What follows belongs to an exercise in optimizing a design on an open flow for small area and a short achievable clock period; a production flow would make more cautious choices.
No run shown here included a check of the RTL's function; only the layout flow was run.
Power and IR drop assume default switching activity.

==> design.v <==
module cpu_top_level(clk,rst,r0,r1,r2,r3,r4,r5,r6,r7,
                     imem_addr,imem_data,dmem_addr,dmem_wdata,dmem_we,dmem_rdata);
    input clk,rst;
    output [15:0] r0,r1,r2,r3,r4,r5,r6,r7;
    output [15:0] imem_addr;
    input [15:0] imem_data;
    output [15:0] dmem_addr,dmem_wdata;
    output dmem_we;
    input [15:0] dmem_rdata;
    reg [15:0] pc;                        
    reg [15:0] rf1,rf2,rf3,rf4,rf5,rf6,rf7;
    reg        cflag, zflag;
    reg [15:0] ir_id, pc2_id;
    reg [15:0] ir_rr, pc2_rr;
    reg        cancel_rr;
    reg [3:0]  op_ex;
    reg [2:0]  dest_ex;
    reg [8:0]  imm_ex;
    reg [15:0] pc2_ex, a_ex, b_ex, tgt_ex;
    reg        wr_ex, we_ex, memop_ex, invb_ex, usec_ex, cin1_ex, nand_ex, kill_ex;
    reg        fa_ex, fa_alu_ex, fb_ex;   
    reg [15:0] res_mem, sd_mem;
    reg        carry_mem;
    reg [2:0]  dest_mem;
    reg        wr_mem, fwd_mem, we_mem, lw_mem, cwr_mem, zwr_mem, cc_mem, zc_mem;
    reg [15:0] res_wb;
    reg        carry_wb;
    reg [2:0]  dest_wb;
    reg        wr_wb, fwd_wb, cwr_wb, zwr_wb, cc_wb, zc_wb;
    assign r0 = pc; assign r1 = rf1; assign r2 = rf2; assign r3 = rf3;
    assign r4 = rf4; assign r5 = rf5; assign r6 = rf6; assign r7 = rf7;
    assign imem_addr = pc;
    wire ex_br   = (op_ex == 4'b1000) | (op_ex == 4'b1001) | (op_ex == 4'b1010);
    wire ex_jal  = (op_ex == 4'b1100);
    wire ex_jlr  = (op_ex == 4'b1101);
    wire ex_jri  = (op_ex == 4'b1111);
    wire ex_lli  = (op_ex == 4'b0011);
    wire ex_lw   = (op_ex == 4'b0100);
    wire flush   = ex_br | ex_jal | ex_jlr | ex_jri;
    wire [15:0] a_eff = fa_ex ? res_mem : a_ex;
    wire [15:0] ain = memop_ex ? {{10{imm_ex[5]}}, imm_ex[5:0]} :
                      fa_alu_ex ? res_mem : a_ex;
    wire [15:0] bx  = fb_ex ? (res_mem ^ {16{invb_ex}}) : b_ex;
    wire        cin = usec_ex ? carry_mem : cin1_ex;
    wire [16:0] sum = {1'b0, ain} + {1'b0, bx} + {16'b0, cin};
    wire [15:0] alu = nand_ex ? ~(ain & ~bx) : sum[15:0];
    wire        carry_ex = ~kill_ex & (nand_ex | (sum[16] ^ invb_ex));
    wire [15:0] res_ex = kill_ex ? 16'd0 : (ex_jal | ex_jlr) ? pc2_ex :
                         ex_lli ? {7'b0, imm_ex} : alu;
    wire [15:0] target = (ex_br | ex_jal) ? tgt_ex :
                         ex_jlr ? bx : alu;
    wire [3:0] op_rr = ir_rr[15:12];
    wire [2:0] fn_rr = ir_rr[2:0];
    wire [2:0] ra = ir_rr[11:9];
    wire [2:0] rb = ir_rr[8:6];
    wire rr_nz   = |ir_rr;
    wire rr_add  = (op_rr == 4'b0001);
    wire rr_nand = (op_rr == 4'b0010);
    wire rr_br   = (op_rr == 4'b1000) | (op_rr == 4'b1001) | (op_rr == 4'b1010);
    wire rr_dwr  = ((op_rr == 4'b0000) & rr_nz) | rr_add | (op_rr == 4'b0100) |
                   (op_rr == 4'b0011) | (op_rr == 4'b1100) | (op_rr == 4'b1101) |
                   (rr_nand & (fn_rr[1:0] != 2'b11));
    wire rr_dwe  = (op_rr == 4'b0101);
    wire [2:0] dest_rr = (rr_add | rr_nand) ? ir_rr[5:3] :
                         (op_rr == 4'b0000) ? ir_rr[8:6] : ir_rr[11:9];
    wire ex_fwd  = wr_ex & ~ex_lli;
    wire freeze  = wr_ex & ex_lw & ((dest_ex == ra) | (dest_ex == rb));
    wire [15:0] mem_val = lw_mem ? dmem_rdata : res_mem;
    reg [15:0] rf_a, rf_b;
    always @(*) begin
        case (ra)
            3'd0: rf_a = pc;  3'd1: rf_a = rf1; 3'd2: rf_a = rf2; 3'd3: rf_a = rf3;
            3'd4: rf_a = rf4; 3'd5: rf_a = rf5; 3'd6: rf_a = rf6; default: rf_a = rf7;
        endcase
        case (rb)
            3'd0: rf_b = pc;  3'd1: rf_b = rf1; 3'd2: rf_b = rf2; 3'd3: rf_b = rf3;
            3'd4: rf_b = rf4; 3'd5: rf_b = rf5; 3'd6: rf_b = rf6; default: rf_b = rf7;
        endcase
    end
    wire [15:0] a_old = (fwd_mem & (dest_mem == ra)) ? mem_val :
                        (fwd_wb  & (dest_wb  == ra)) ? res_wb : rf_a;
    wire [15:0] b_old = (fwd_mem & (dest_mem == rb)) ? mem_val :
                        (fwd_wb  & (dest_wb  == rb)) ? res_wb : rf_b;
    wire hit_a = ex_fwd & (dest_ex == ra);
    wire hit_b = ex_fwd & (dest_ex == rb);
    wire [14:0] off_rr = (op_rr == 4'b1100) ? {{6{ir_rr[8]}}, ir_rr[8:0]} : {{9{ir_rr[5]}}, ir_rr[5:0]};
    wire [14:0] tgt_hi = pc2_rr[15:1] + off_rr - 15'd1;
    wire b_imm6 = (op_rr == 4'b0000);
    wire b_imm9 = (op_rr == 4'b1111);
    wire rr_memop = (op_rr == 4'b0100) | (op_rr == 4'b0101);
    wire rr_invb  = (rr_add & fn_rr[2]) | rr_br;
    wire [15:0] a_next = a_old;
    wire [15:0] b_next = b_imm6 ? {{10{ir_rr[5]}}, ir_rr[5:0]} :
                         b_imm9 ? {{6{ir_rr[8]}}, ir_rr[8:0], 1'b0} :
                         b_old ^ {16{rr_invb}};
    wire wb_wr = wr_wb & (~cc_wb | cflag) & (~zc_wb | zflag);
    wire [15:0] rf_wd = res_wb & {16{~rst}};
    wire [7:0]  rf_we = {8{rst}} | ({8{wb_wr}} & (8'd1 << dest_wb));
    wire [15:0] pc2_if = {pc[15:1] + 15'd1, pc[0]};
    wire clr_ex = rst | freeze;
    always @(posedge clk) begin
        if (rst) pc <= 16'd0;
        else if (!freeze) pc <= flush ? target : pc2_if;
        else if (wb_wr && dest_wb == 3'd0) pc <= res_wb;
        if (rf_we[1]) rf1 <= rf_wd;
        if (rf_we[2]) rf2 <= rf_wd;
        if (rf_we[3]) rf3 <= rf_wd;
        if (rf_we[4]) rf4 <= rf_wd;
        if (rf_we[5]) rf5 <= rf_wd;
        if (rf_we[6]) rf6 <= rf_wd;
        if (rf_we[7]) rf7 <= rf_wd;
        if (cwr_wb) cflag <= carry_wb;
        if (zwr_wb) zflag <= ~|res_wb;
        if (rst) ir_id <= 16'd0;
        else if (!freeze) ir_id <= flush ? 16'd0 : imem_data;
        if (!freeze) pc2_id <= pc2_if;
        if (rst) ir_rr <= 16'd0;
        else if (!freeze) ir_rr <= ir_id;
        if (!freeze) begin
            pc2_rr <= pc2_id;
            cancel_rr <= flush;
        end
        kill_ex <= clr_ex;
        if (clr_ex) begin
            op_ex <= 4'd0; wr_ex <= 1'b0; we_ex <= 1'b0;
        end else begin
            op_ex <= op_rr;
            wr_ex <= rr_dwr & ~cancel_rr & ~flush;
            we_ex <= rr_dwe & ~cancel_rr & ~flush;
        end
        begin
            memop_ex <= rr_memop;
            invb_ex <= rr_invb;
            usec_ex <= rr_add & (fn_rr[1:0] == 2'b11);
            cin1_ex <= rr_br;
            nand_ex <= rr_nand & fn_rr[2] & (fn_rr[1:0] != 2'b11);
            a_ex <= a_next;
            b_ex <= b_next;
            fa_ex <= hit_a;
            fa_alu_ex <= hit_a & ~rr_memop;
            fb_ex <= hit_b & ~b_imm6 & ~b_imm9;
        end
        dest_ex <= dest_rr;
        imm_ex <= ir_rr[8:0];
        pc2_ex <= pc2_rr;
        tgt_ex <= {tgt_hi, pc2_rr[0]};
        res_mem <= res_ex;
        sd_mem <= a_eff;
        carry_mem <= carry_ex;
        dest_mem <= dest_ex;
        lw_mem <= ex_lw;
        cwr_mem <= (op_ex == 4'b0000) | (op_ex == 4'b0001);
        zwr_mem <= (op_ex == 4'b0000) | (op_ex == 4'b0001) | (op_ex == 4'b0010) | ex_lw;
        cc_mem <= ((op_ex == 4'b0001) | (op_ex == 4'b0010)) & (imm_ex[1:0] == 2'b10);
        zc_mem <= ((op_ex == 4'b0001) | (op_ex == 4'b0010)) & (imm_ex[1:0] == 2'b01);
        if (rst) begin
            wr_mem <= 1'b0; fwd_mem <= 1'b0; we_mem <= 1'b0;
        end else begin
            wr_mem <= wr_ex; fwd_mem <= ex_fwd; we_mem <= we_ex;
        end
        res_wb <= mem_val;
        carry_wb <= carry_mem;
        dest_wb <= dest_mem;
        cwr_wb <= cwr_mem; zwr_wb <= zwr_mem; cc_wb <= cc_mem; zc_wb <= zc_mem;
        if (rst) begin
            wr_wb <= 1'b0; fwd_wb <= 1'b0;
        end else begin
            wr_wb <= wr_mem; fwd_wb <= fwd_mem;
        end
    end
    assign dmem_addr = res_mem;
    assign dmem_wdata = sd_mem;
    assign dmem_we = we_mem;
endmodule
==> flow/run.sh <==
#!/bin/bash
# Standard ORFS layout, with the smallest buffer cell on the ports and a clock tree
# of fewer, larger leaf clusters.
set -euo pipefail
bash standard.sh "BUFFER_PORTS_ARGS=-buffer_cell sky130_fd_sc_hd__buf_1" \
  "CTS_ARGS=-sink_clustering_enable -repair_clock_nets -buf_list sky130_fd_sc_hd__clkbuf_16 -sink_clustering_size 30 -sink_clustering_max_diameter 100 -dont_use_dummy_load" \
  finish > standard.log 2>&1
==> standard.sh <==
#!/bin/bash
# synth_recipe.tcl (not shown) runs the flow's synth.tcl, then flattens the netlist and writes it again
# the make line also repeats each setting of config.mk as NAME=value (left out here)
make -C /OpenROAD-flow-scripts/flow DESIGN_CONFIG=/design/flow/config.mk WORK_HOME=/design/flow/orfs CLKGATE_MAP_FILE= SYNTH_SCRIPT=/design/flow/synth_recipe.tcl "${@:-finish}"
==> config.mk <==
export PLATFORM = sky130hd
export DESIGN_NAME = cpu_top_level
export DESIGN_NICKNAME = cpu_top_level
export VERILOG_FILES = /design/flow/design.v
export SDC_FILE = /design/flow/constraint.sdc
export NUM_CORES = 4
export LEC_CHECK = 0
export CAP_MARGIN = 20
export CORE_MARGIN = 2
export CORE_UTILIZATION = 40
export PLACE_DENSITY = 0.6
export SETUP_SLACK_MARGIN = 4
export SLEW_MARGIN = 20
==> constraint.sdc <==
create_clock -name core_clock -period 7.0 [get_ports {clk}]
set_input_delay 1.4000 -clock core_clock [delete_from_list [all_inputs] [get_ports {clk}]]
set_output_delay 1.4000 -clock core_clock [all_outputs]
set_load 0.01 [all_outputs]
==> out/qor.yml, run 1 <==
placed_design:
  dpl.hpwl_um: 47100
  port_buffers: 210
  dp.cells: 2445
  gp_congestion: 0.972
  place_ws_ns: 2.92
cts:
  holdBufCountCts: 0
  cts_tree: "yes"
  clk_path_buf_depth: 3
  cts_made_buffers: 17
  clk_pin_slew_ns: 0.12
  cts.sinks: 355
  clockRootBuffer: "clkbuf_16"
  htreeDepth: 1
  insertion_delay_ns: 0.56
yosys:
  ys_warn_count: 1
  async_flop_share: 0
  synth-seq-cells: 355
  ys_types: 82
  synth_nets: 1848
  synth-edff-count: 147
  synthesis.area_um2: 17600
  syn_inst: 1754
  seq_area_frac_synth: 0.486
  syn_avg_cell_area_um2: 10.1
  synth_ff_type: "dfxtp_1"
power_and_ir_drop:
  p_total_mw: 5.55
  p_switching_mw: 1.95
  power.share.clock: 0.197
  combPwrFrac: 0.289
  p_per_area_nw_per_um2: 272
  netSwitchingFraction: 0.351
  pwr-share-seq: 0.514
  vdd_drop_max_v: 0.000171
  leakage_nw: 7.66
  intPower_mw: 3.60
floorplan:
  io_pins: 211
  die_w_um: 214
  dieArea_um2: 45800
  initial_utilization: 0.408
  core-area_um2: 43300
  die_h_um: 214
  num_rows: 76
worst_setup_path:
  critPathSlowestCell: "dfxtp_4"
  path_delay_family: "compound AO/OA/AOI/OAI gates"
  crit_required_ns: 7.45
  critPathCaptureType: "flip-flop"
  cp_cell_sequence: "buf_6, buf_6, mux2i_2, o21ai_2, ha_4, nor2b_4, buf_4, o21bai_4, a31oi_4, o32ai_4, buf_6, o211ai_4, nand2_2, xnor2_2, o2111ai_2, a221oi_2"
  critPathBufInv: 4
  path_class: "flip-flop to flip-flop"
  crit_path_start_kind: "flip-flop"
  cp_max_fo: 5
  worstPathArrival_ns: 3.50
  cp_slowest_stage_delay_ns: 0.37
  path_common_cell: "buf_6"
drt:
  drtPass1Iterations: 6
  first_iter_violations: 1530
  wirelength_um: 65900
  ant_nets: 0
  post-route-drc-count: 0
  avgViaCountPerCell: 5.83
  wl_per_cell_um: 26.1
  route.vias.total: 14700
global_route:
  grt_max_degree: 61
  antenna_found_initial: 2
  grt_pass1_vias: 13900
  track_usage: 0.278
  gr-total-overflow: 0
  grt_first_pass_wirelength_um: 95800
min_path:
  hp-class: "flip-flop to flip-flop"
layout:
  final_cells: 2520
  layout-drive-gt1-share: 0.160
  fin_nets: 2029
  synthToLayoutAreaGrowth_pct: 15.5
  fin_util: 0.471
timing:
  fin_tns_setup_ns: 0
  setup_viol: 0
  fmax_ghz: 0.328
  fin_skew_ns: 0.0700
  finalHoldViolCount: 0
  finalMaxSlewViolations: 0
  fin_ws_ns: 3.95
  rsz0062_at_grt: "yes"
  fin_crit_ns: 3.05
  post-route-period-util: 0.435
  slew_headroom: 0.274
  worst_slew_pin_slew_ns: 1.09
status:
  status: "timing/DRC/antenna clean"
run:
  drv_cap: 0
## cells in the final DEF, fill, tap and decap left out, types with 46 or more instances in the layout
cell and count:
a21oi_1 105, buf_1 209, buf_4 65, dfxtp_1 177
edfxtp_1 147, ha_1 46, inv_1 85, mux2i_1 46
nand2_1 189, nor2_1 110, nor2b_1 46, o21ai_1 62
xnor2_1 63
## cell type report
type | count | area (um^2)
antenna | 2 | 5.00
clock buffer | 17 | 425
fill | 4104 | 22900
inverter | 94 | 357
multi-input combinational | 1175 | 8730
sequential | 355 | 8640
tap | 585 | 732
timing repair buffer | 292 | 1480
## worst paths after layout
| check | cells past startpoint | slack [ns] | end | startpoint |
|---|---|---|---|---|
| max | 16 | 3.95 | pc[13] | fa_alu_ex |
| min | 0 | 0.34 | cwr_wb | cwr_mem |
| max reg2reg | 16 | 3.95 | pc[13] | fa_alu_ex |
| min reg2reg | 0 | 0.34 | cwr_wb | cwr_mem |
## per-stage QoR
step | hold WS [ns] | area, um^2
2_1_floorplan | 0.310 | 17700
3_3_place_gp | 0.311 | 18900
3_5_place_dp | 0.314 | 18900
4_1_cts | 0.341 | 19800
5_1_grt | 0.353 | 20400
6_report | 0.337 | 20400
## worst register-to-register path: stages, from the launching register on
cell and delay, ns:
dfxtp_4 0.37, buf_6 0.13, buf_6 0.11, mux2i_2 0.14, o21ai_2 0.20, ha_4 0.26
nor2b_4 0.15, buf_4 0.13, o21bai_4 0.07, a31oi_4 0.19, o32ai_4 0.13, buf_6 0.15
o211ai_4 0.20, nand2_2 0.10, xnor2_2 0.20, o2111ai_2 0.16, a221oi_2 0.26
## synth_stat cells (7+ instances only)
library cell / count / area (um^2)
a211oi_1: 22 / 165
mux2i_1: 51 / 510
clkbuf_1: 71 / 267
xnor2_1: 67 / 587
nor3_1: 12 / 60.1
buf_2: 21 / 105
mux4_2: 20 / 450
a221oi_1: 18 / 158
o221ai_1: 25 / 219
dfxtp_1: 208 / 4160
a21oi_1: 113 / 566
nor4_1: 8 / 50.1
xor2_1: 14 / 123
nor2b_1: 49 / 307
buf_4: 19 / 143
nand4_1: 7 / 43.8
ha_1: 58 / 726
o211ai_1: 25 / 188
nand2_1: 191 / 717
nand3_1: 41 / 205
o21ai_0: 44 / 220
o31ai_1: 11 / 82.6
edfxtp_1: 147 / 4410
o22ai_1: 32 / 200
nand2b_1: 10 / 62.6
mux2_1: 12 / 135
inv_1: 88 / 330
mux2_2: 43 / 484
o21ai_1: 59 / 295
and3_1: 21 / 131
buf_1: 17 / 63.8
a31oi_1: 14 / 87.6
nor2_1: 116 / 435
## kinds of logic (layout without fill, tap and decap cells)
| family | count (synthesis) | count (layout) | synth area share |
|---|---|---|---|
| simple gates | 485 | 485 | 0.127 |
| compound gates | 419 | 419 | 0.156 |
| flops | 355 | 355 | 0.486 |
| buf+inv | 224 | 403 | 0.0541 |
| mux | 128 | 128 | 0.0917 |
| xor+xnor | 82 | 82 | 0.0411 |
| fa+ha+maj | 61 | 61 | 0.0440 |
| other cells | 0 | 2 | 0 |
## timing repair
| item | 4_1_cts | 5_1_grt |
|---|---|---|
| setup endpoints to repair | 65 | 32 |
| pin swaps | 26 | 41 |
| buffers inserted | 36 | 20 |
| gates resized for setup | 87 | 78 |
| hold endpoints to repair | 0 | 0 |
## power by group through the flow
stage	sequential, mW	clock, mW	combinational [mW]
after global placement	2.89	0	1.34
after CTS	2.84	1.12	1.45
final	2.85	1.10	1.60
after detailed placement	2.89	0	1.35
after global routing	2.87	1.18	1.74
after floorplan	2.74	0	0.904
## routing by layer
metal  wire [um]  global-route usage  up-vias
met1       27900               0.388     7177
li1            -                   -     6634
met3        5730              0.0547      151
met2       29100               0.425      718
met5           0                   0        -
met4        3170               0.110        0
==> run 2: changes to the inputs <==
==> flow/run.sh (replaced) <==
#!/bin/bash
# Standard ORFS layout, with the smallest buffer cell on the ports and a clock tree
# of fewer, larger leaf clusters.
set -euo pipefail
bash standard.sh "BUFFER_PORTS_ARGS=-buffer_cell sky130_fd_sc_hd__buf_1" \
  "CTS_ARGS=-sink_clustering_enable -repair_clock_nets -buf_list sky130_fd_sc_hd__clkbuf_16 -sink_clustering_size 24 -sink_clustering_max_diameter 100 -dont_use_dummy_load" \
  finish > standard.log 2>&1
==> run 2 against run 1 <==
Against the previous run:
- worst setup slack better by 0.043 ns
- critical path depth is 2 lower
- maximum frequency increased by 1.4%
- critical endpoint is now tgt_ex[15]
- clock power grew 5%
- die area is the same
- clock skew is 0.030 ns lower
- global-route usage is 0.076 points lower
- routed wire length about the same
- synthesized area unchanged
- via count decreased by 0.22%
- still clean on timing, DRC and antenna
- highest routed layer unchanged
==> out/qor.yml, run 2 <==
drt:
  route.vias.total: 14600  # was 14700
  ant_nets: 0  # unchanged
  avgViaCountPerCell: 5.83  # about the same
  wl_per_cell_um: 26.2  # was 26.1 um
  post-route-drc-count: 0  # unchanged
  wirelength_um: 65900  # about the same
  first_iter_violations: 1379  # was 1530
  drtPass1Iterations: 5  # was 6
yosys:
  synth.top_cells.by_area: "edfxtp_1 25%, dfxtp_1 24%, ha_1 4.1%"  # unchanged
  yosysMostFrequentCell: "dfxtp_1"  # unchanged
  netlist.area_leader.share: 0.250  # unchanged
  yosys-top-cells-count: "208 x dfxtp_1, 191 x nand2_1, 147 x edfxtp_1"  # unchanged
  synth_compound_area_frac: 0.156  # unchanged
  ys_warn_count: 1  # unchanged
  ys_types: 82  # unchanged
  synth.mux.area_fraction: 0.0917  # unchanged
  synth-xor-area-share: 0.0411  # unchanged
  synth_ff_type: "dfxtp_1"  # unchanged
  synthesis.area_um2: 17600  # unchanged
  synth_top_family_by_area: "compound AO/OA/AOI/OAI gates"  # unchanged
  syn_inst: 1754  # unchanged
  synth_adder_area_share: 0.0440  # unchanged
  seq_area_frac_synth: 0.486  # unchanged
  syn_avg_cell_area_um2: 10.1  # unchanged
  synth-seq-cells: 355  # unchanged
  yosys.area.top_type: "edfxtp_1"  # unchanged
  async_flop_share: 0  # unchanged
  synth_simple_gate_area_frac: 0.127  # unchanged
  synth_nets: 1848  # unchanged
  synth-edff-count: 147  # unchanged
cts:
  clockRootBuffer: "clkbuf_16"  # unchanged
  clk_pin_slew_ns: 0.10  # was 0.12 ns
  cts_made_buffers: 19  # was 17
  cts_tree: "yes"  # unchanged
  cts.sinks: 355  # unchanged
  insertion_delay_ns: 0.55  # was 0.56 ns
  clk_path_buf_depth: 3  # unchanged
  htreeDepth: 1  # unchanged
  holdBufCountCts: 0  # unchanged
placed_design:
  dp.cells: 2445  # unchanged
  dpl.hpwl_um: 47100  # unchanged
  gp_congestion: 0.972  # unchanged
  place_area_um2: 18900  # unchanged
  port_buffers: 210  # unchanged
worst_setup_path:
  crit_required_ns: 7.48  # was 7.45 ns
  critPathCaptureType: "flip-flop"  # unchanged
  cp_slowest_stage_delay_ns: 0.44  # was 0.37 ns
  path_common_cell: "ha_4"  # was buf_6
  path_class: "flip-flop to flip-flop"  # unchanged
  critPathSlowestCell: "or4_1"  # was dfxtp_4
  crit_path_start_kind: "flip-flop"  # unchanged
  cp_max_fo: 7  # was 5
  cp_cell_sequence: "nand2b_4, nor3b_4, buf_6, mux2i_4, ha_4, inv_2, ha_4, and2_4, o21ai_2, o31ai_2, or4_1, a41o_1, a21oi_2, xnor2_1"  # was buf_6, buf_6, mux2i_2, o21ai_2, ha_4, nor2b_4, buf_4, o21bai_4, a31oi_4, o32ai_4, buf_6, o211ai_4, nand2_2, xnor2_2, o2111ai_2, a221oi_2
  worstPathArrival_ns: 3.48  # was 3.50 ns
timing:
  fmax_ghz: 0.333  # was 0.328 GHz
  rsz0062_at_grt: "yes"  # unchanged
  setup_viol: 0  # unchanged
  finalHoldViolCount: 0  # unchanged
  slew_headroom: 0.292  # was 0.274
  fin_skew_ns: 0.0401  # was 0.0700 ns
  worst_slew_pin_slew_ns: 1.06  # was 1.09 ns
  fin_crit_ns: 3.00  # was 3.05 ns
  post-route-period-util: 0.429  # was 0.435
  fin_tns_setup_ns: 0  # unchanged
  finalMaxSlewViolations: 0  # unchanged
layout:
  layout-drive-gt1-share: 0.163  # was 0.160
  stdcell_area_um2: 20400  # about the same
  final_cell_mix: "209 x buf_1, 189 x nand2_1, 177 x dfxtp_1"  # unchanged
  fin_util: 0.471  # about the same
  synthToLayoutAreaGrowth_pct: 15.4  # was 15.5%
  fin_nets: 2021  # was 2029
  mostFrequentLayoutCell: "buf_1"  # unchanged
  final_cells: 2513  # was 2520
floorplan:
  die_h_um: 214  # unchanged
  num_rows: 76  # unchanged
  core-area_um2: 43300  # unchanged
  die_w_um: 214  # unchanged
  dieArea_um2: 45800  # unchanged
  io_pins: 211  # unchanged
  initial_utilization: 0.408  # unchanged
status:
  status: "timing/DRC/antenna clean"  # unchanged
power_and_ir_drop:
  p_per_area_nw_per_um2: 274  # was 272 nW/um^2
  p_total_mw: 5.58  # was 5.55 mW
  leakage_nw: 7.65  # was 7.66 nW
  vdd_drop_max_v: 0.000175  # was 0.000171 V
run:
  drv_cap: 0  # unchanged
global_route:
  track_usage: 0.277  # was 0.278
  grt_first_pass_wirelength_um: 95500  # was 95800 um
  grt_max_degree: 61  # unchanged
  grt_pass1_vias: 13900  # about the same
  antenna_found_initial: 2  # unchanged
  gr-total-overflow: 0  # unchanged
min_path:
  hp-class: "flip-flop to flip-flop"  # unchanged
run 2: changes by cell type in the layout (fill, tap and decap cells not counted), sizes merged:
cell	before	now
buf	291	281
diode	2	3
clkbuf	18	20
run 2: critical path, delay by kind of cell (launching register included):
| family | cells | cell delay [ns] |
|---|---|---|
| AOI/OAI and AO/OA | 4 | 0.56 |
| xor gates and xnor gates | 1 | 0.12 |
| adders and majority gates | 2 | 0.45 |
| buffers and inverters | 2 | 0.20 |
| DFF | 1 | 0.38 |
| muxes | 1 | 0.31 |
| and+or+nand+nor | 4 | 0.91 |
run 2: metrics by stage:
stage	hold slack [ns]	setup WS, ns
after floorplan	0.310	3.93
after global placement	0.311	3.10
after detailed placement	0.314	2.92
after CTS	0.336	3.94
after global routing	0.350	3.85
final	0.340	4.00
run 2: timing repair:
| item | in CTS | in global routing |
|---|---|---|
| gates resized for setup | 82 | 90 |
| setup buffers | 26 | 20 |
| endpoints found under the setup margin | 61 | 38 |
| pin swaps | 13 | 42 |
| cloned | 0 | 0 |
run 2: logic make-up after synthesis:
group | Yosys count
adders and majority gates | 61
AOI/OAI and AO/OA | 419
muxes | 128
xor gates and xnor gates | 82
and+or+nand+nor | 485
DFF | 355
buffers and inverters | 224
run 2: final timing paths:
path              startpoint    endpoint  slack, ns  depth (start not counted)
setup / recovery   ir_rr[13]  tgt_ex[15]       4.00                         14
hold / removal       cwr_mem      cwr_wb       0.34                          0
setup reg to reg   ir_rr[13]  tgt_ex[15]       4.00                         14
hold reg to reg      cwr_mem      cwr_wb       0.34                          0
run 2: metal layers:
| layer | global-route usage | wire length, um | up-vias |
|---|---|---|---|
| met5 | 0 | 0 | - |
| met4 | 0.116 | 3240 | 0 |
| met3 | 0.0547 | 5900 | 143 |
| met2 | 0.423 | 29300 | 673 |
| met1 | 0.385 | 27400 | 7210 |
| li1 | - | - | 6622 |
run 2: cell type report:
type | count | area, um^2
Sequential cell | 355 | 8640
Antenna cell | 3 | 7.51
Tap cell | 585 | 732
Multi-Input combinational cell | 1175 | 8750
Timing Repair Buffer | 282 | 1400
Clock buffer | 19 | 475
Fill cell | 4137 | 22900
Inverter | 94 | 357
run 2: where the power goes:
group	total [mW]	internal (mW)	switching, mW
Clock	1.16	0.488	0.671
Sequential	2.85	2.48	0.371
Combinational	1.57	0.656	0.915
Total	5.58	3.63	1.96
==> run 3: changes to the inputs <==
--- a/config.mk
+++ b/config.mk
@@ -10,4 +10,4 @@
 export CORE_UTILIZATION = 40
 export PLACE_DENSITY = 0.6
-export SETUP_SLACK_MARGIN = 4
+export SETUP_SLACK_MARGIN = 4.8
 export SLEW_MARGIN = 20
==> run 3 against run 2 <==
Against the previous run:
- highest routed layer unchanged
- largest power group unchanged
- cell count grew 9.6%
- clock power is essentially flat
- maximum frequency grew 1.5%
- still clean
- routed wire length grew 11%
- die area is the same
- cell area grew 20%
- worst hold slack lost 0.0073 ns
- critical path type unchanged
- clock-buffer cell count is the same
- register-to-register slack gained 0.04 ns
- synthesized area is the same
==> out/qor.yml, run 3 <==
layout:
  layout-drive-gt1-share: 0.390  # was 0.163
  stdcell_area_um2: 24400  # was 20400 um^2
  fin_nets: 2264  # was 2021
  mostFrequentLayoutCell: "buf_4"  # was buf_1
  fill_cells: 3687  # was 4137
  final_cell_mix: "237 x buf_4, 186 x nand2_1, 149 x dfxtp_1"  # was 209 x buf_1, 189 x nand2_1, 177 x dfxtp_1
  antennaDiodeCount: 0  # was 3
  synthToLayoutAreaGrowth_pct: 38.3  # was 15.4%
timing:
  fin_tns_setup_ns: 0  # unchanged
  rsz0062_at_grt: "yes"  # unchanged
  fmax_ghz: 0.338  # was 0.333 GHz
  worst_slew_pin_slew_ns: 1.15  # was 1.06 ns
  fin_crit_ns: 2.96  # was 3.00 ns
  finalHoldViolCount: 0  # unchanged
  slew_headroom: 0.224  # was 0.292
  post-route-period-util: 0.423  # was 0.429
  finalMaxSlewViolations: 0  # unchanged
  setup_viol: 0  # unchanged
  fin_skew_ns: 0.0535  # was 0.0401 ns
worst_setup_path:
  critPathCaptureType: "flip-flop"  # unchanged
  cp_cell_sequence: "nand2b_4, nor3b_4, buf_6, mux2i_4, buf_6, ha_1, inv_1, ha_4, nand3_1, o31ai_2, or4_4, a41o_1, a21oi_2, xnor2_1"  # was nand2b_4, nor3b_4, buf_6, mux2i_4, ha_4, inv_2, ha_4, and2_4, o21ai_2, o31ai_2, or4_1, a41o_1, a21oi_2, xnor2_1
  cp_max_fo: 5  # was 7
  crit_path_start_kind: "flip-flop"  # unchanged
  r2r_slack_ns: 4.04  # was 4.00 ns
  critPathSlowestCell: "or4_4"  # was or4_1
  path_common_cell: "buf_6"  # was ha_4
  path_class: "flip-flop to flip-flop"  # unchanged
  worstPathArrival_ns: 3.42  # was 3.48 ns
  crit_required_ns: 7.46  # was 7.48 ns
  cp_slowest_stage_delay_ns: 0.43  # was 0.44 ns
cts:
  clk_pin_slew_ns: 0.10  # about the same
  htreeDepth: 1  # unchanged
  insertion_delay_ns: 0.56  # was 0.55 ns
  cts_tree: "yes"  # unchanged
  clk_path_buf_depth: 3  # unchanged
  cts.sinks: 355  # unchanged
  cts_made_buffers: 19  # unchanged
  clockRootBuffer: "clkbuf_16"  # unchanged
drt:
  route.vias.total: 16200  # was 14600
  wl_per_cell_um: 26.5  # was 26.2 um
  drtPass1Iterations: 5  # unchanged
  post-route-drc-count: 0  # unchanged
  avgViaCountPerCell: 5.88  # was 5.83
  wirelength_um: 72900  # was 65900 um
  ant_nets: 0  # unchanged
  first_iter_violations: 1834  # was 1379
floorplan:
  die_h_um: 214  # unchanged
  core-area_um2: 43300  # unchanged
  io_pins: 211  # unchanged
  initial_utilization: 0.408  # unchanged
  die_w_um: 214  # unchanged
  num_rows: 76  # unchanged
  dieArea_um2: 45800  # unchanged
yosys:
  syn_inst: 1754  # unchanged
  synth_nets: 1848  # unchanged
  ys_warn_count: 1  # unchanged
  async_flop_share: 0  # unchanged
  netlist.area_leader.share: 0.250  # unchanged
  synth-seq-cells: 355  # unchanged
  yosys.area.top_type: "edfxtp_1"  # unchanged
  syn_avg_cell_area_um2: 10.1  # unchanged
  seq_area_frac_synth: 0.486  # unchanged
  yosys-top-cells-count: "208 x dfxtp_1, 191 x nand2_1, 147 x edfxtp_1"  # unchanged
  synth-edff-count: 147  # unchanged
  yosysMostFrequentCell: "dfxtp_1"  # unchanged
  ys_types: 82  # unchanged
  synthesis.area_um2: 17600  # unchanged
  synth.top_cells.by_area: "edfxtp_1 25%, dfxtp_1 24%, ha_1 4.1%"  # unchanged
  synth_ff_type: "dfxtp_1"  # unchanged
run:
  drv_cap: 0  # unchanged
global_route:
  antenna_found_initial: 2  # unchanged
  grt_max_degree: 61  # unchanged
  gr-total-overflow: 0  # unchanged
  grt_pass1_vias: 15600  # was 13900
  grt_first_pass_wirelength_um: 105000  # was 95500 um
  track_usage: 0.305  # was 0.277
status:
  status: "timing/DRC/antenna clean"  # unchanged
placed_design:
  dpl.hpwl_um: 46100  # was 47100 um
  gp_congestion: 0.943  # was 0.972
  place_area_um2: 19100  # was 18900 um^2
  port_buffers: 210  # unchanged
power_and_ir_drop:
  vdd_drop_max_v: 0.000233  # was 0.000175 V
  p_per_area_nw_per_um2: 254  # was 274 nW/um^2
  leakage_nw: 9.92  # was 7.65 nW
min_path:
  hp-class: "flip-flop to flip-flop"  # unchanged
==> run 3: metrics by stage <==
step	setup slack (ns)	utilization	cells	power [mW]	hold WS, ns
2_1_floorplan	3.97	-	1754	3.70	0.310
3_3_place_gp	3.16	0.441	2446	4.26	0.311
3_5_place_dp	3.19	0.442	2447	4.27	0.312
4_1_cts	4.06	0.535	2688	5.92	0.333
5_1_grt	3.91	0.564	2753	6.43	0.334
6_report	4.04	0.564	2753	6.21	0.332
==> run 3: worst paths after layout <==
| path | from | to | cells after the start |
|---|---|---|---|
| max reg2reg | ir_rr[13] | tgt_ex[15] | 14 |
| max | ir_rr[13] | tgt_ex[15] | 14 |
| min | cc_mem | cc_wb | 0 |
| min reg2reg | cc_mem | cc_wb | 0 |
==> run 3: critical path, delay by kind of cell, from the launching register on <==
| kind | cells | cell delay (ns) |
|---|---|---|
| muxes | 1 | 0.31 |
| DFF | 1 | 0.35 |
| and+or+nand+nor | 4 | 0.86 |
| AOI/OAI and AO/OA | 3 | 0.42 |
| buffers and inverters | 3 | 0.38 |
| adders and majority gates | 2 | 0.43 |
| xor gates and xnor gates | 1 | 0.12 |
==> run 3: metal layers <==
| metal | vias up | part of all wire | wire length (um) | track usage |
|---|---|---|---|---|
| met5 | - | 0 | 0 | 0 |
| met2 | 984 | 0.45 | 32700 | 0.481 |
| li1 | 7117 | - | - | - |
| met3 | 222 | 0.10 | 7630 | 0.0679 |
| met4 | 0 | 0.057 | 4170 | 0.134 |
| met1 | 7863 | 0.39 | 28400 | 0.404 |
==> run 3: power by group <==
group,switching (mW),internal (mW),total [mW]
clock network,0.689,0.488,1.18
logic,1.13,1.08,2.21
registers,0.330,2.49,2.82
==> run 3: cells by family (layout without fill, tap and decap cells) <==
family,Yosys count,count (layout),synth area share
mux,128,128,0.0917
simple gates,485,485,0.127
xor+xnor,82,82,0.0411
compound gates,419,419,0.156
buf+inv,224,638,0.0541
fa+ha+maj,61,61,0.0440
flops,355,355,0.486
==> run 3: area by class of cell <==
class                           count  area, um^2  share of cell area
Sequential cell                   355        8750               0.359
Inverter                           94         378              0.0155
Multi-Input combinational cell   1175        9460               0.388
Timing Repair Buffer              524        4590               0.188
Tap cell                          585         732              0.0300
Clock buffer                       19         475              0.0195
Timing Repair inverter              1        8.76            0.000359
==> run 3: timing repair <==
action                                 in CTS  in global routing
hold buffers                                0                  0
setup endpoints to repair                 524                291
buffers inserted                          209                 62
endpoints found under the hold margin       0                  0
gates cloned                               13                  3
pin swaps                                  80                 70
gates resized for setup                   450                211
==> run 4: changes to the inputs <==
--- a/config.mk
+++ b/config.mk
@@ -10,4 +10,4 @@
 export CORE_UTILIZATION = 40
 export PLACE_DENSITY = 0.6
-export SETUP_SLACK_MARGIN = 4.8
+export SETUP_SLACK_MARGIN = 4.4
 export SLEW_MARGIN = 20
==> run 4 against run 3 <==
Against the previous run:
- still clean on timing, DRC and antenna
- maximum frequency fell by 3.5%
- clock power about the same
- synthesized cell count unchanged
- cell count shrank 5.5%
- global-route usage down 1.9 points
- highest routed layer is now met5
==> out/qor.yml, run 4 <==
yosys:
  syn_avg_cell_area_um2: 10.1  # unchanged
  synth_ff_type: "dfxtp_1"  # unchanged
  synth-xor-area-share: 0.0411  # unchanged
  yosysMostFrequentCell: "dfxtp_1"  # unchanged
  synth_adder_area_share: 0.0440  # unchanged
  synth_nets: 1848  # unchanged
  async_flop_share: 0  # unchanged
  yosys-top-cells-count: "208 x dfxtp_1, 191 x nand2_1, 147 x edfxtp_1"  # unchanged
  synth_compound_area_frac: 0.156  # unchanged
  synthesis.area_um2: 17600  # unchanged
  synth-edff-count: 147  # unchanged
  synth_simple_gate_area_frac: 0.127  # unchanged
  synth.mux.area_fraction: 0.0917  # unchanged
  syn_inst: 1754  # unchanged
  synth_top_family_by_area: "compound AO/OA/AOI/OAI gates"  # unchanged
  synth-seq-cells: 355  # unchanged
  ys_types: 82  # unchanged
  yosys.area.top_type: "edfxtp_1"  # unchanged
  ys_warn_count: 1  # unchanged
  seq_area_frac_synth: 0.486  # unchanged
  netlist.area_leader.share: 0.250  # unchanged
  synth.top_cells.by_area: "edfxtp_1 25%, dfxtp_1 24%, ha_1 4.1%"  # unchanged
drt:
  wirelength_um: 68500  # was 72900 um
  route.vias.total: 15200  # was 16200
  first_iter_violations: 1530  # was 1834
  ant_nets: 0  # unchanged
  wl_per_cell_um: 26.4  # was 26.5 um
  drtPass1Iterations: 6  # was 5
  post-route-drc-count: 0  # unchanged
  avgViaCountPerCell: 5.85  # was 5.88
timing:
  finalMaxSlewViolations: 0  # unchanged
  setup_viol: 0  # unchanged
  rsz0062_at_grt: "yes"  # unchanged
  worst_slew_pin_slew_ns: 0.945  # was 1.15 ns
  finalHoldViolCount: 0  # unchanged
  post-route-period-util: 0.438  # was 0.423
  slew_headroom: 0.363  # was 0.224
  fin_ws_ns: 3.94  # was 4.04 ns
  fmax_ghz: 0.326  # was 0.338 GHz
  fin_skew_ns: 0.0755  # was 0.0535 ns
  fin_crit_ns: 3.06  # was 2.96 ns
  hold_slack_ns: 0.331  # was 0.332 ns
  fin_tns_setup_ns: 0  # unchanged
run:
  drv_cap: 0  # unchanged
placed_design:
  place_ws_ns: 3.34  # was 3.19 ns
  dpl.hpwl_um: 46500  # was 46100 um
  port_buffers: 210  # unchanged
  gp_congestion: 0.931  # was 0.943
cts:
  clk_path_buf_depth: 3  # unchanged
  clk_pin_slew_ns: 0.10  # about the same
  insertion_delay_ns: 0.57  # was 0.56 ns
  clockRootBuffer: "clkbuf_16"  # unchanged
  cts.sinks: 355  # unchanged
  cts_tree: "yes"  # unchanged
  cts_made_buffers: 19  # unchanged
  htreeDepth: 1  # unchanged
floorplan:
  io_pins: 211  # unchanged
  num_rows: 76  # unchanged
  dieArea_um2: 45800  # unchanged
  core-area_um2: 43300  # unchanged
  initial_utilization: 0.408  # unchanged
  die_w_um: 214  # unchanged
  die_h_um: 214  # unchanged
worst_setup_path:
  critPathCaptureType: "flip-flop"  # unchanged
  path_common_cell: "ha_4"  # was buf_6
  crit_path_start_kind: "flip-flop"  # unchanged
  cp_max_fo: 3  # was 5
  worstPathArrival_ns: 3.50  # was 3.42 ns
  cp_slowest_stage_delay_ns: 0.43  # about the same
  cp_cell_sequence: "nand2b_4, nor3b_4, mux2i_4, ha_4, inv_2, ha_4, and2_4, o21ai_2, o31ai_2, or4_4, a41o_1, a21oi_2, xnor2_1"  # was nand2b_4, nor3b_4, buf_6, mux2i_4, buf_6, ha_1, inv_1, ha_4, nand3_1, o31ai_2, or4_4, a41o_1, a21oi_2, xnor2_1
  critPathSlowestCell: "or4_4"  # unchanged
  crit_required_ns: 7.43  # was 7.46 ns
  path_class: "flip-flop to flip-flop"  # unchanged
layout:
  synthToLayoutAreaGrowth_pct: 23.6  # was 38.3%
  final_cell_mix: "187 x nand2_1, 171 x buf_1, 157 x dfxtp_1"  # was 237 x buf_4, 186 x nand2_1, 149 x dfxtp_1
  multi_input_area_um2: 9130  # was 9460 um^2
  seq_area_um2: 8730  # was 8750 um^2
  layout-drive-gt1-share: 0.253  # was 0.390
  fin_nets: 2110  # was 2264
  mostFrequentLayoutCell: "nand2_1"  # was buf_4
  fill_cells: 4005  # was 3687
global_route:
  grt_first_pass_wirelength_um: 98600  # was 105000 um
  antenna_found_initial: 4  # was 2
  grtUsageMet3: 0.0562  # was 0.0679
  busiest_layer: "met2"  # unchanged
  grt_use_met2: 0.447  # was 0.481
  gr-usage-met1: 0.391  # was 0.404
  grt_pass1_vias: 14600  # was 15600
  track_usage: 0.287  # was 0.305
  grt_max_degree: 61  # unchanged
  gr-total-overflow: 0  # unchanged
min_path:
  hp-class: "flip-flop to flip-flop"  # unchanged
status:
  status: "timing/DRC/antenna clean"  # unchanged
power_and_ir_drop:
  leakage_nw: 8.33  # was 9.92 nW
  vdd_drop_max_v: 0.000173  # was 0.000233 V
  p_per_area_nw_per_um2: 269  # was 254 nW/um^2
[run 4: changes by cell type in the layout (fill, tap and decap cells not counted), sizes merged]
cell / before / now
clkinvlp: 1 / 2
clkbuf: 84 / 42
clkinv: 2 / 1
bufbuf: 7 / 1
inv: 92 / 91
buf: 452 / 347
diode: 0 / 2
[run 4: worst paths after layout]
| path | from | endpoint | slack, ns | depth (start not counted) |
|---|---|---|---|---|
| setup / recovery | ir_rr[13] | tgt_ex[15] | 3.94 | 13 |
| hold / removal | pc2_rr[12] | pc2_ex[12] | 0.33 | 0 |
| setup reg to reg | ir_rr[13] | tgt_ex[15] | 3.94 | 13 |
| hold reg to reg | pc2_rr[12] | pc2_ex[12] | 0.33 | 0 |
[run 4: worst max-delay path: cells and delay by family (launching register included)]
kind / cells / cell delay [ns]
simple gates: 4 / 1.02
compound gates: 4 / 0.56
fa+ha+maj: 2 / 0.43
mux: 1 / 0.36
flops: 1 / 0.35
xor+xnor: 1 / 0.12
buf+inv: 1 / 0.06
[run 4: routing by layer]
metal  vias to the layer above  wire length [um]
li1                       6791                 -
met1                      7428             28200
met2                       838             30900
met3                       146              6630
met4                         2              2850
met5                         -                13
[run 4: layout make-up]
type	instances	share of cell area
tap	585	0.0336
sequential	355	0.401
timing repair buffer	371	0.108
clock buffer	19	0.0218
multi-input combinational	1175	0.419
inverter	94	0.0169
antenna	2	0.000230
[run 4: cell families after synthesis]
logic type      Yosys count
mux                     128
buf+inv                 224
xor+xnor                 82
compound gates          419
fa+ha+maj                61
simple gates            485
flops                   355
[run 4: through the flow]
stage / instances / instance area, um^2 / utilization / power, mW
2_1_floorplan: 1754 / 17900 / - / 3.67
3_3_place_gp: 2445 / 19000 / 0.439 / 4.24
3_5_place_dp: 2446 / 19000 / 0.439 / 4.25
4_1_cts: 2554 / 20900 / 0.484 / 5.66
5_1_grt: 2601 / 21800 / 0.504 / 6.09
6_report: 2601 / 21800 / 0.504 / 5.86
[run 4: timing repair]
action	in CTS	in global routing
gates cloned	3	1
pin swaps	51	65
buffers inserted	86	44
resized for setup	223	122
endpoints found under the setup margin	143	218
hold buffers	0	0
[run 4: where the power goes]
| group | switching [mW] | internal [mW] |
|---|---|---|
| logic | 1.02 | 0.824 |
| registers | 0.353 | 2.49 |
| clock network | 0.689 | 0.488 |
| total | 2.06 | 3.80 |
==> run 5: changes to the inputs <==
--- a/design.v
+++ b/design.v
@@ -11,6 +11,6 @@
     reg [15:0] rf1,rf2,rf3,rf4,rf5,rf6,rf7;
     reg        cflag, zflag;
-    reg [15:0] ir_id, pc2_id;
-    reg [15:0] ir_rr, pc2_rr;
+    reg [15:0] ir_id, pc_id;
+    reg [15:0] ir_rr, pc_rr;
     reg        cancel_rr;
     reg [3:0]  op_ex;
@@ -19,5 +19,6 @@
     reg [15:0] pc2_ex, a_ex, b_ex, tgt_ex;
     reg        wr_ex, we_ex, memop_ex, invb_ex, usec_ex, cin1_ex, nand_ex, kill_ex;
-    reg        fa_ex, fa_alu_ex, fb_ex;   
+    reg        fa_ex, fa_alu_ex;          
+    reg        fbp_ex, fbn_ex, nfb_ex;    
     reg [15:0] res_mem, sd_mem;
     reg        carry_mem;
@@ -41,5 +42,5 @@
     wire [15:0] ain = memop_ex ? {{10{imm_ex[5]}}, imm_ex[5:0]} :
                       fa_alu_ex ? res_mem : a_ex;
-    wire [15:0] bx  = fb_ex ? (res_mem ^ {16{invb_ex}}) : b_ex;
+    wire [15:0] bx  = ({16{fbp_ex}} & res_mem) | ({16{fbn_ex}} & ~res_mem) | ({16{nfb_ex}} & b_ex);
     wire        cin = usec_ex ? carry_mem : cin1_ex;
     wire [16:0] sum = {1'b0, ain} + {1'b0, bx} + {16'b0, cin};
@@ -85,5 +86,6 @@
     wire hit_b = ex_fwd & (dest_ex == rb);
     wire [14:0] off_rr = (op_rr == 4'b1100) ? {{6{ir_rr[8]}}, ir_rr[8:0]} : {{9{ir_rr[5]}}, ir_rr[5:0]};
-    wire [14:0] tgt_hi = pc2_rr[15:1] + off_rr - 15'd1;
+    wire [14:0] tgt_hi = pc_rr[15:1] + off_rr;
+    wire [14:0] pc2_hi = pc_rr[15:1] + 15'd1;
     wire b_imm6 = (op_rr == 4'b0000);
     wire b_imm9 = (op_rr == 4'b1111);
@@ -114,9 +116,9 @@
         if (rst) ir_id <= 16'd0;
         else if (!freeze) ir_id <= flush ? 16'd0 : imem_data;
-        if (!freeze) pc2_id <= pc2_if;
+        if (!freeze) pc_id <= pc;
         if (rst) ir_rr <= 16'd0;
         else if (!freeze) ir_rr <= ir_id;
         if (!freeze) begin
-            pc2_rr <= pc2_id;
+            pc_rr <= pc_id;
             cancel_rr <= flush;
         end
@@ -139,10 +141,12 @@
             fa_ex <= hit_a;
             fa_alu_ex <= hit_a & ~rr_memop;
-            fb_ex <= hit_b & ~b_imm6 & ~b_imm9;
+            fbp_ex <= hit_b & ~b_imm6 & ~b_imm9 & ~rr_invb;
+            fbn_ex <= hit_b & ~b_imm6 & ~b_imm9 & rr_invb;
+            nfb_ex <= ~(hit_b & ~b_imm6 & ~b_imm9);
         end
         dest_ex <= dest_rr;
         imm_ex <= ir_rr[8:0];
-        pc2_ex <= pc2_rr;
-        tgt_ex <= {tgt_hi, pc2_rr[0]};
+        pc2_ex <= {pc2_hi, pc_rr[0]};
+        tgt_ex <= {tgt_hi, pc_rr[0]};
         res_mem <= res_ex;
         sd_mem <= a_eff;
--- a/config.mk
+++ b/config.mk
@@ -10,4 +10,4 @@
 export CORE_UTILIZATION = 40
 export PLACE_DENSITY = 0.6
-export SETUP_SLACK_MARGIN = 4.4
+export SETUP_SLACK_MARGIN = 4
 export SLEW_MARGIN = 20
==> run 5 against run 4 <==
Against the previous run:
- combinational power down 36%
- synthesized cell count fell by 2.5%
- die area is 1.1% lower
==> out/qor.yml, run 5 <==
yosys:
  synth_top_family_by_area: "compound AO/OA/AOI/OAI gates"  # unchanged
  yosys.area.top_type: "edfxtp_1"  # unchanged
  yosysMostFrequentCell: "dfxtp_1"  # unchanged
  synth-edff-count: 147  # unchanged
  syn_inst: 1710  # was 1754
  synth_simple_gate_area_frac: 0.134  # was 0.127
  netlist.area_leader.share: 0.253  # was 0.250
  synth_ff_type: "dfxtp_1"  # unchanged
  synth-seq-cells: 357  # was 355
  synth_compound_area_frac: 0.163  # was 0.156
  ys_warn_count: 1  # unchanged
  synth_adder_area_share: 0.0351  # was 0.0440
  synth-xor-area-share: 0.0389  # was 0.0411
  synth.mux.area_fraction: 0.0914  # was 0.0917
  synthesis.area_um2: 17400  # was 17600 um^2
  async_flop_share: 0  # unchanged
  yosys-top-cells-count: "210 x dfxtp_1, 158 x nand2_1, 147 x edfxtp_1"  # was 208 x dfxtp_1, 191 x nand2_1, 147 x edfxtp_1
  seq_area_frac_synth: 0.494  # was 0.486
  synth.top_cells.by_area: "edfxtp_1 25%, dfxtp_1 24%, mux2i_1 3.5%"  # was edfxtp_1 25%, dfxtp_1 24%, ha_1 4.1%
  ys_types: 72  # was 82
  synth_nets: 1791  # was 1848
  syn_avg_cell_area_um2: 10.2  # was 10.1 um^2
power_and_ir_drop:
  leakage_nw: 7.26  # was 8.33 nW
  power.share.clock: 0.229  # was 0.201
  combPwrFrac: 0.231  # was 0.314
  p_per_area_nw_per_um2: 257  # was 269 nW/um^2
  p_switching_mw: 1.68  # was 2.06 mW
  intPower_mw: 3.40  # was 3.80 mW
  pwr-share-seq: 0.540  # was 0.485
  vdd_drop_max_v: 0.000168  # was 0.000173 V
  netSwitchingFraction: 0.330  # was 0.352
floorplan:
  core-area_um2: 43100  # was 43300 um^2
  num_rows: 76  # unchanged
  die_w_um: 213  # was 214 um
  initial_utilization: 0.405  # was 0.408
  io_pins: 211  # unchanged
  dieArea_um2: 45300  # was 45800 um^2
  die_h_um: 213  # was 214 um
cts:
  insertion_delay_ns: 0.56  # was 0.57 ns
  cts_tree: "yes"  # unchanged
  cts_made_buffers: 19  # unchanged
  clk_path_buf_depth: 3  # unchanged
  htreeDepth: 1  # unchanged
  cts.sinks: 357  # was 355
  clk_pin_slew_ns: 0.11  # was 0.10 ns
  clockRootBuffer: "clkbuf_16"  # unchanged
global_route:
  grt_max_degree: 79  # was 61
  grt_pass1_vias: 13900  # was 14600
  track_usage: 0.280  # was 0.287
  gr-total-overflow: 0  # unchanged
  grt_first_pass_wirelength_um: 92900  # was 98600 um
  antenna_found_initial: 2  # was 4
worst_setup_path:
  crit_path_start_kind: "flip-flop"  # unchanged
  reg2reg_from: "fbn_ex"  # was ir_rr[13]
  critPathCaptureType: "flip-flop"  # unchanged
  crit_required_ns: 7.41  # was 7.43 ns
  path_class: "flip-flop to flip-flop"  # unchanged
  r2r_slack_ns: 4.00  # was 3.94 ns
  cp_max_fo: 9  # was 3
  worstPathArrival_ns: 3.41  # was 3.50 ns
  reg2reg_to: "carry_mem"  # was tgt_ex[15]
  reg2regPathDepth: 13  # unchanged
layout:
  fin_nets: 1942  # was 2110
  final_cell_mix: "209 x buf_1, 180 x dfxtp_1, 158 x nand2_1"  # was 187 x nand2_1, 171 x buf_1, 157 x dfxtp_1
  fill_cells: 4084  # was 4005
  final_cells: 2446  # was 2601
  layout-drive-gt1-share: 0.140  # was 0.253
  mostFrequentLayoutCell: "buf_1"  # was nand2_1
  synthToLayoutAreaGrowth_pct: 13.3  # was 23.6%
timing:
  rsz0062_at_grt: "yes"  # unchanged
  worst_slew_pin_slew_ns: 1.09  # was 0.945 ns
  finalHoldViolCount: 0  # unchanged
  slew_headroom: 0.271  # was 0.363
  finalMaxSlewViolations: 0  # unchanged
  fmax_ghz: 0.333  # was 0.326 GHz
  fin_crit_ns: 3.00  # was 3.06 ns
  fin_tns_setup_ns: 0  # unchanged
  post-route-period-util: 0.428  # was 0.438
  setup_viol: 0  # unchanged
  fin_skew_ns: 0.0616  # was 0.0755 ns
drt:
  post-route-drc-count: 0  # unchanged
  ant_nets: 0  # unchanged
  wl_per_cell_um: 26.3  # was 26.4 um
  first_iter_violations: 1558  # was 1530
  route.vias.total: 14500  # was 15200
  wirelength_um: 64200  # was 68500 um
  drtPass1Iterations: 6  # unchanged
  avgViaCountPerCell: 5.91  # was 5.85
run:
  drv_cap: 0  # unchanged
min_path:
  hold_end: "cwr_wb"  # was pc2_ex[12]
  hp-class: "flip-flop to flip-flop"  # unchanged
  hold_depth: 0  # unchanged
  holdCritStartpoint: "cwr_mem"  # was pc2_rr[12]
placed_design:
  dpl.hpwl_um: 46000  # was 46500 um
  port_buffers: 210  # unchanged
  gp_congestion: 0.947  # was 0.931
  dp.cells: 2394  # was 2446
status:
  status: "timing/DRC/antenna clean"  # unchanged
## run 5: changes by cell type after synthesis, sizes merged, moves of 8 or more
cell	previous run	this run
nand2	191	158
buf	59	44
xnor2	67	53
a221o	1	11
nor2b	49	59
o31ai	12	4
mux2i	52	61
o21ai	104	85
inv	92	46
clkbuf	71	89
ha	58	45
nand3	41	49
## run 5: logic make-up (layout without fill, tap and decap cells)
group,count (synthesis),in the layout
other,0,2
XOR/XNOR,76,76
AND/OR/NAND/NOR,487,487
buffers and inverters,182,331
AO/OA/AOI/OAI,428,428
multiplexers,132,132
adder cells (fa/ha/maj),48,48
flip-flops,357,357
## run 5: worst max-delay path by stage
stage | startpoint | endpoint | slack (ns) | depth (start not counted)
after floorplan | memop_ex | pc[13] | 4.00 | 13
after global placement | fa_alu_ex | pc[13] | 3.08 | 13
after detailed placement | fa_alu_ex | pc[13] | 3.02 | 13
after CTS | fa_alu_ex | carry_mem | 3.98 | 14
after global routing | fa_alu_ex | carry_mem | 3.85 | 13
final | fbn_ex | carry_mem | 4.00 | 13
## run 5: per-stage QoR
step           power (mW)  instance area, um^2  hold slack, ns   util  setup WS, ns
6_report             5.07                19800           0.335  0.459          4.00
5_1_grt              5.27                19800           0.343  0.459          3.85
4_1_cts              5.00                19400           0.335  0.451          3.98
3_5_place_dp         3.81                18600           0.313  0.431          3.02
3_3_place_gp         3.80                18600           0.313  0.431          3.08
2_1_floorplan        3.32                17400           0.310      -          4.00
## run 5: layout make-up
cell class              instances  area [um^2]  share of cell area
repair buffers                263         1230              0.0623
multi-input cells            1171         8460               0.428
well taps                     585          732              0.0370
clock buffers                  19          475              0.0241
inverters                      49          190             0.00962
diodes                          2         5.00            0.000253
flip-flops and latches        357         8670               0.439
## run 5: layer usage
| metal | up-vias | part of all wire | track usage |
|---|---|---|---|
| met1 | 7143 | 0.42 | 0.375 |
| met3 | 117 | 0.087 | 0.0637 |
| li1 | 6530 | - | - |
| met5 | - | 0 | 0 |
| met4 | 0 | 0.040 | 0.103 |
| met2 | 675 | 0.45 | 0.442 |
## run 5: critical path, cell delays in order (launching register included)
cell	delay [ns]
dfxtp_4	0.39
nor2b_1	0.14
a221o_2	0.38
inv_1	0.12
ha_4	0.19
nor2b_1	0.05
o21ai_0	0.14
o211ai_1	0.17
nor2b_4	0.19
or3_4	0.39
o41ai_4	0.26
o311a_1	0.22
xor2_1	0.15
a21oi_1	0.08
## run 5: power by group through the flow
| stage | logic (mW) | registers (mW) | clock network [mW] |
|---|---|---|---|
| CTS | 1.10 | 2.72 | 1.18 |
| global placement | 1.04 | 2.76 | 0 |
| detailed placement | 1.04 | 2.77 | 0 |
| global route | 1.27 | 2.76 | 1.25 |
| floorplan | 0.661 | 2.66 | 0 |
| finish | 1.17 | 2.74 | 1.16 |
## run 5: timing repair
item                                    4_1_cts  5_1_grt
hold buffers                                  0        0
pin swaps                                    12       34
endpoints found under the setup margin       53       35
gates resized for setup                      71       70
setup buffers                                17       13
==> run 6: changes to the inputs <==
--- a/config.mk
+++ b/config.mk
@@ -10,4 +10,4 @@
 export CORE_UTILIZATION = 40
 export PLACE_DENSITY = 0.6
-export SETUP_SLACK_MARGIN = 4
+export SETUP_SLACK_MARGIN = 4.4
 export SLEW_MARGIN = 20
==> run 6 against run 5 <==
Against the previous run:
- worst hold slack improved by 0.0047 ns
- critical endpoint is now pc[7]
- routed wire length rose by 2.7%
- clock power barely moved
- clock skew fell by 0.012 ns
- combinational power rose by 19%
- still clean on timing, DRC and antenna
- total power rose by 4.4%
- global-route usage rose by 0.30 points
- first-iteration DRC count fell by 4.0%
- clock-buffer cell count did not move
- sequential power barely moved
- sequential share of layout area fell by 2.7 points
- largest power group unchanged
- critical path depth did not move
==> out/qor.yml, run 6 <==
cts:
  cts_tree: "yes"  # unchanged
  htreeDepth: 1  # unchanged
  clk_path_buf_depth: 3  # unchanged
  cts_made_buffers: 19  # unchanged
  clockRootBuffer: "clkbuf_16"  # unchanged
  insertion_delay_ns: 0.56  # about the same
  clk_pin_slew_ns: 0.10  # was 0.11 ns
  cts.sinks: 357  # unchanged
drt:
  avgViaCountPerCell: 5.89  # was 5.91
  post-route-drc-count: 0  # unchanged
  first_iter_violations: 1496  # was 1558
  drtPass1Iterations: 5  # was 6
  ant_nets: 0  # unchanged
  wirelength_um: 66000  # was 64200 um
  wl_per_cell_um: 26.0  # was 26.3 um
  route.vias.total: 14900  # was 14500
timing:
  slew_headroom: 0.357  # was 0.271
  fmax_ghz: 0.335  # was 0.333 GHz
  fin_skew_ns: 0.0491  # was 0.0616 ns
  fin_crit_ns: 2.98  # was 3.00 ns
  rsz0062_at_grt: "yes"  # unchanged
  hold_slack_ns: 0.340  # was 0.335 ns
  fin_tns_setup_ns: 0  # unchanged
  post-route-period-util: 0.426  # was 0.428
  finalHoldViolCount: 0  # unchanged
  finalMaxSlewViolations: 0  # unchanged
  worst_slew_pin_slew_ns: 0.963  # was 1.09 ns
  setup_viol: 0  # unchanged
layout:
  final_cell_mix: "185 x buf_1, 160 x dfxtp_1, 155 x nand2_1"  # was 209 x buf_1, 180 x dfxtp_1, 158 x nand2_1
  final_cells: 2533  # was 2446
  synthToLayoutAreaGrowth_pct: 21.9  # was 13.3%
  stdcell_area_um2: 21300  # was 19800 um^2
  fin_nets: 2030  # was 1942
  layout-drive-gt1-share: 0.238  # was 0.140
  mostFrequentLayoutCell: "buf_1"  # unchanged
  fill_cells: 4014  # was 4084
yosys:
  syn_avg_cell_area_um2: 10.2  # unchanged
  synthesis.area_um2: 17400  # unchanged
  syn_inst: 1710  # unchanged
  yosysMostFrequentCell: "dfxtp_1"  # unchanged
  synth_nets: 1791  # unchanged
  synth-edff-count: 147  # unchanged
  seq_area_frac_synth: 0.494  # unchanged
  synth_ff_type: "dfxtp_1"  # unchanged
  ys_types: 72  # unchanged
  netlist.area_leader.share: 0.253  # unchanged
  synth.top_cells.by_area: "edfxtp_1 25%, dfxtp_1 24%, mux2i_1 3.5%"  # unchanged
  synth-seq-cells: 357  # unchanged
  yosys-top-cells-count: "210 x dfxtp_1, 158 x nand2_1, 147 x edfxtp_1"  # unchanged
  yosys.area.top_type: "edfxtp_1"  # unchanged
  async_flop_share: 0  # unchanged
  ys_warn_count: 1  # unchanged
worst_setup_path:
  cp_max_fo: 8  # was 9
  critPathCaptureType: "flip-flop"  # unchanged
  crit_required_ns: 7.44  # was 7.41 ns
  worstPathArrival_ns: 3.42  # was 3.41 ns
  reg2reg_from: "fbn_ex"  # unchanged
  path_class: "flip-flop to flip-flop"  # unchanged
  cp_cell_sequence: "buf_6, nor2b_4, a221oi_2, buf_4, ha_4, nor3_4, a311o_2, a21oi_2, o211ai_1, and3_1, or3_4, a311oi_2, a211oi_1"  # was nor2b_1, a221o_2, inv_1, ha_4, nor2b_1, o21ai_0, o211ai_1, nor2b_4, or3_4, o41ai_4, o311a_1, xor2_1, a21oi_1
  cp_slowest_stage_delay_ns: 0.41  # was 0.39 ns
  startpoint: "fbn_ex"  # unchanged
  reg2regPathDepth: 13  # unchanged
  crit_path_start_kind: "flip-flop"  # unchanged
  critPathSlowestCell: "dfxtp_4"  # unchanged
power_and_ir_drop:
  combPwrFrac: 0.263  # was 0.231
  leakage_nw: 7.91  # was 7.26 nW
  vdd_drop_max_v: 0.000196  # was 0.000168 V
  power.share.clock: 0.219  # was 0.229
  intPower_mw: 3.53  # was 3.40 mW
  p_switching_mw: 1.77  # was 1.68 mW
  pwr-share-seq: 0.518  # was 0.540
  netSwitchingFraction: 0.334  # was 0.330
  p_per_area_nw_per_um2: 249  # was 257 nW/um^2
floorplan:
  dieArea_um2: 45300  # unchanged
  die_w_um: 213  # unchanged
  num_rows: 76  # unchanged
  initial_utilization: 0.405  # unchanged
  die_h_um: 213  # unchanged
  core-area_um2: 43100  # unchanged
  io_pins: 211  # unchanged
placed_design:
  port_buffers: 210  # unchanged
  dpl.hpwl_um: 46400  # was 46000 um
  dp.cells: 2394  # unchanged
  gp_congestion: 0.946  # was 0.947
  place_area_um2: 18700  # was 18600 um^2
global_route:
  grt_pass1_vias: 13900  # about the same
  grt_first_pass_wirelength_um: 94100  # was 92900 um
  gr-total-overflow: 0  # unchanged
  grt_max_degree: 61  # was 79
  track_usage: 0.283  # was 0.280
  antenna_found_initial: 2  # unchanged
min_path:
  hold_depth: 0  # unchanged
  hp-class: "flip-flop to flip-flop"  # unchanged
  holdCritStartpoint: "cwr_mem"  # unchanged
run:
  drv_cap: 0  # unchanged
status:
  status: "timing/DRC/antenna clean"  # unchanged
==> run 6: cell count changes in the layout (fill, tap and decap cells not counted), sizes merged <==
cell    change
buf        +72
clkbuf     +16
diode       -1
==> run 6: final cells by class <==
cell class                      count  area [um^2]  area share
Antenna cell                        1         2.50    0.000118
Tap cell                          585          732      0.0344
Timing Repair Buffer              351         2080      0.0977
Inverter                           49          190     0.00894
Clock buffer                       19          475      0.0224
Multi-Input combinational cell   1171         9020       0.424
Sequential cell                   357         8770       0.412
==> run 6: logic make-up (layout without fill, tap and decap cells) <==
family / count (synthesis) / in the layout / synth area share
xor gates and xnor gates: 76 / 76 / 0.0389
muxes: 132 / 132 / 0.0914
buffers and inverters: 182 / 419 / 0.0438
and+or+nand+nor: 487 / 487 / 0.134
AOI/OAI and AO/OA: 428 / 428 / 0.163
other: 0 / 1 / 0
DFF: 357 / 357 / 0.494
adders and majority gates: 48 / 48 / 0.0351
==> run 6: worst max-delay path, delay by kind of cell (launching register included) <==
kind	cells	cell delay, ns
adder cells (fa/ha/maj)	1	0.32
flip-flops	1	0.41
AO/OA/AOI/OAI	6	1.05
buffers and inverters	2	0.31
AND/OR/NAND/NOR	4	0.78
==> run 6: timing repair <==
action | in CTS | in global routing
setup buffers | 81 | 36
pin swaps | 57 | 43
hold buffers | 0 | 0
endpoints found under the hold margin | 0 | 0
endpoints found under the setup margin | 255 | 165
resized for setup | 226 | 97
gates cloned | 0 | 2
==> run 6: routing by layer <==
layer,track usage,part of all wire
met5,0,0
met4,0.113,0.046
met3,0.0512,0.084
met2,0.442,0.45
met1,0.388,0.42
==> run 6: power groups by stage <==
stage	Sequential (mW)	Combinational, mW	Clock, mW
global route	2.76	1.49	1.24
finish	2.74	1.39	1.16
floorplan	2.66	0.682	0
detailed placement	2.78	1.06	0
global placement	2.78	1.06	0
CTS	2.73	1.27	1.17
==> run 6: path summary, 6_finish.rpt <==
path                  to  slack [ns]
setup / recovery   pc[7]        4.02
hold / removal    cwr_wb        0.34
setup reg to reg   pc[7]        4.02
hold reg to reg   cwr_wb        0.34
==> run 6: per-stage QoR <==
step | setup WS (ns) | util | total power, mW
floorplan | 4.17 | - | 3.34
global placement | 3.45 | 0.434 | 3.83
detailed placement | 3.43 | 0.434 | 3.84
CTS | 4.01 | 0.477 | 5.17
global route | 3.92 | 0.494 | 5.49
finish | 4.02 | 0.494 | 5.30

## separate check: timing with driven ports
How much do the figures lean on ideal ports? The routed layouts below were timed once more, with nothing changed but the port constraints.
Step 1 sets driving cells, clkbuf_16 on the clock port and buf_2 on the other inputs (assumed; they add their load-dependent delay and slew).
Step 2 times the ports against the registers' clock, not the clock port: input delays grow and output delays shrink by t, the midpoint of the rising clock arrivals with the driver on.
Slacks: ideal ports / drivers / drivers and shift; pairs: ideal ports / drivers.
run | shift t [ns] | slack for setup (ns) | slew at the worst register clock pin (ns) | worst data-port slew with drivers (ns)
run 1 | 0.582 | 3.954 / 3.954 / 3.871 | 0.12 / 0.12 | 0.05
run 2 | 0.590 | 3.997 / 3.971 / 3.863 | 0.11 / 0.11 | 0.05
run 3 | 0.597 | 4.042 / 4.042 / 4.042 | 0.11 / 0.11 | 0.06
run 4 | 0.598 | 3.936 / 3.936 / 3.936 | 0.11 / 0.11 | 0.07
run 5 | 0.586 | 4.001 / 3.959 / 3.470 | 0.11 / 0.11 | 0.04
run 6 | 0.596 | 4.016 / 4.016 / 3.875 | 0.10 / 0.10 | 0.04
After both steps every run listed still meets setup and hold. The setup slack of run 5, which loses most, moves by -0.042 ns with the drivers and by -0.531 ns with both steps.
